This design comes from an exercise in tuning for small area and a short achievable clock period on the open sky130 flow, not from production work. Only simulation tests tie the RTL to the original design; equivalence was not proved. Power figures rest on the tool's default switching activity, not on a simulated workload.

==> flow/design.v (excerpt) <==
module lc4_processor
   (input  wire        clk,
    input  wire        rst,
    input  wire        gwe,
    output wire [15:0] o_cur_pc,
    input  wire [15:0] i_cur_insn,
    output wire [15:0] o_dmem_addr,
    input  wire [15:0] i_cur_dmem_data,
    output wire        o_dmem_we,
    output wire [15:0] o_dmem_towrite,
    output wire [1:0]  test_stall,
    output wire [15:0] test_cur_pc,
    output wire [15:0] test_cur_insn,
    output wire        test_regfile_we,
    output wire [2:0]  test_regfile_wsel,
    output wire [15:0] test_regfile_data,
    output wire        test_nzp_we,
    output wire [2:0]  test_nzp_new_bits,
    output wire        test_dmem_we,
    output wire [15:0] test_dmem_addr,
    output wire [15:0] test_dmem_data);
clock: 40.0 ns
lec_check: 0
abc_area: 1
cap_margin: 20
core_margin: 2
core_utilization: 40
slew_margin: 20
standard.sh (not shown) runs the stock make flow with config.mk's settings and CLKGATE_MAP_FILE= SYNTH_SCRIPT=/design/flow/synth_recipe.tcl, a recipe that flattens the netlist after the stock synthesis.
==> flow/flow/run.sh <==
#!/bin/bash
set -o pipefail
cd "$(dirname "$0")/.."
export SETUP_SLACK_MARGIN=27
bash standard.sh > standard.log 2>&1
The baseline completed without violations.
==> next run, changes <==
==> flow/run.sh (new file) <==
#!/bin/bash
# synth_recipe.tcl (not shown) runs the flow's synth.tcl, then flattens the netlist and writes it again
# the make line also repeats each setting of config.mk as NAME=value (left out here)
make -C /OpenROAD-flow-scripts/flow DESIGN_CONFIG=/design/flow/config.mk WORK_HOME=/design/flow/orfs CLKGATE_MAP_FILE= SYNTH_SCRIPT=/design/flow/synth_recipe.tcl finish
removed: flow/flow/run.sh
removed: flow/standard.sh
The new run finished with timing, DRC and antenna clean.
Clock-buffer cell count does not change.
Power came out lower by 26%.
Synthesized area does not change.


lc4_processor again, from the RTL that the note above started with.
export LEC_CHECK = 0
export ABC_AREA = 1
export CAP_MARGIN = 20
export CORE_MARGIN = 2
export CORE_UTILIZATION = 40
export CTS_BUF_LIST = sky130_fd_sc_hd__clkbuf_8
export SLEW_MARGIN = 20
create_clock -name core_clock -period 40.0 [get_ports {clk}]
==> flow/flow/run.sh <==
#!/bin/bash
set -eo pipefail
cd "$(dirname "$0")/.."
export BUFFER_PORTS_ARGS="-buffer_cell sky130_fd_sc_hd__buf_1"
SETUP_SLACK_MARGIN=29 bash standard.sh cts > standard_cts.log 2>&1
bash standard.sh > standard.log 2>&1
Next try:
==> flow/flow/run.sh (replaced) <==
#!/bin/bash
set -eo pipefail
cd "$(dirname "$0")/.."
export BUFFER_PORTS_ARGS="-buffer_cell sky130_fd_sc_hd__buf_1"
SETUP_SLACK_MARGIN=27 bash standard.sh cts > standard_cts.log 2>&1
bash standard.sh > standard.log 2>&1
- CORE_UTILIZATION: 40 -> 55
Clock power shrinks by 8.8%.
Synthesized cell count is unchanged.
Design area shrinks by 10%.
Area after synthesis stays the same.
Global-route usage grows by 9.4 points.
Cell count shrinks by 7.3%.
Worst setup slack is worse by 0.84 ns.
Clock-buffer cell count grows by 4.
Die area shrinks by 27%.
Register-to-register slack is worse by 0.84 ns.
Clock skew grows by 0.0097 ns.
Next try:
==> flow/flow/run.sh (replaced) <==
#!/bin/bash
set -eo pipefail
cd "$(dirname "$0")/.."
export BUFFER_PORTS_ARGS="-buffer_cell sky130_fd_sc_hd__buf_1"
SETUP_SLACK_MARGIN=27.6 bash standard.sh cts > standard_cts.log 2>&1
bash standard.sh > standard.log 2>&1
- CORE_UTILIZATION: 55 -> 40
Result:
- The new run completed without violations
- die area grows by 37%
- global-route usage shrinks by 10 points
- non-clock buffer count grows by 90
- wire length grows by 5.5%
- setup slack improves by 0.70 ns
- sequential power hardly moves
- critical path depth grows by 4
- utilization shrinks by 15 points
- power grows by 8.0%
- combinational power grows by 10%


lc4_processor again, from the RTL that the note above started with.
clock: 40.0 ns
lec_check: 0
abc_area: 1
cap_margin: 20
core_margin: 2
core_utilization: 40
cts_buf_list: sky130_fd_sc_hd__clkbuf_4
slew_margin: 20
==> flow/flow/run.sh <==
#!/bin/bash
set -eo pipefail
cd "$(dirname "$0")/.."
export BUFFER_PORTS_ARGS="-buffer_cell sky130_fd_sc_hd__buf_1"
SETUP_SLACK_MARGIN=27.6 bash standard.sh cts > standard_cts.log 2>&1
bash standard.sh > standard.log 2>&1
Next try:
==> flow/flow/run.sh (replaced) <==
#!/bin/bash
set -eo pipefail
cd "$(dirname "$0")/.."
SETUP_SLACK_MARGIN=27 bash standard.sh cts > standard_cts.log 2>&1
bash standard.sh > standard.log 2>&1
Settings changed: CTS_BUF_LIST sky130_fd_sc_hd__clkbuf_4 to default.
Die area stays the same.
Maximum frequency falls by a few percent.
Clock power rises by roughly a tenth.
Worst setup slack gets worse by 440 ps.
Sequential share of layout area rises by 0.14 points.
Next try:
--- a/flow/flow/run.sh
+++ b/flow/flow/run.sh
@@ -3,0 +4 @@
+export BUFFER_PORTS_ARGS="-buffer_cell sky130_fd_sc_hd__buf_1"
Settings changed: CTS_BUF_LIST from default to sky130_fd_sc_hd__clkbuf_8.
Die area does not change.
Sequential cell count stays the same.
Worst hold slack loses 12 ps.
Power falls by 3.4%.

re-timing with driven ports:
How much do the figures lean on ideal ports? The routed layouts below were timed once more, with nothing changed but the port constraints.
Step 1 (the two cells are an assumption about what drives the block):
set clk [get_ports {clk}]
set_driving_cell -lib_cell sky130_fd_sc_hd__clkbuf_16 $clk
set_driving_cell -lib_cell sky130_fd_sc_hd__buf_2 [delete_from_list [all_inputs] $clk]
Step 2 also shifts input and output timing later by t, the mid clock arrival at the registers, as if the neighbouring blocks saw the same clock.
Slacks: ideal / step 1 / step 2; pairs: ideal / step 1.
| run | t (ns) | setup slack, ns | hold WS [ns] | worst data-port slew with drivers (ns) |
|---|---|---|---|---|
| the first run of note 1 | 0.596 | 27.058 / 27.058 / 27.058 | 0.418 / 0.418 / 0.418 | 0.05 |
| the second run of note 1 | 0.594 | 23.326 / 23.326 / 23.326 | 0.417 / 0.417 / 0.417 | 0.05 |
| the first run of note 2 | 0.680 | 27.280 / 27.280 / 27.280 | 0.413 / 0.413 / 0.413 | 0.05 |
| the second run of note 2 | 0.661 | 26.436 / 26.436 / 26.436 | 0.420 / 0.420 / 0.420 | 0.06 |
| the third run of note 2 | 0.672 | 27.134 / 27.134 / 27.134 | 0.408 / 0.408 / 0.408 | 0.07 |
| the first run of note 3 | 0.831 | 27.077 / 27.077 / 27.077 | 0.404 / 0.404 / 0.404 | 0.07 |
| the second run of note 3 | 0.593 | 26.634 / 26.634 / 26.634 | 0.418 / 0.418 / 0.418 | 0.05 |
| the third run of note 3 | 0.677 | 26.595 / 26.595 / 26.595 | 0.406 / 0.406 / 0.406 | 0.08 |
After both steps setup and hold are still met in every run listed.
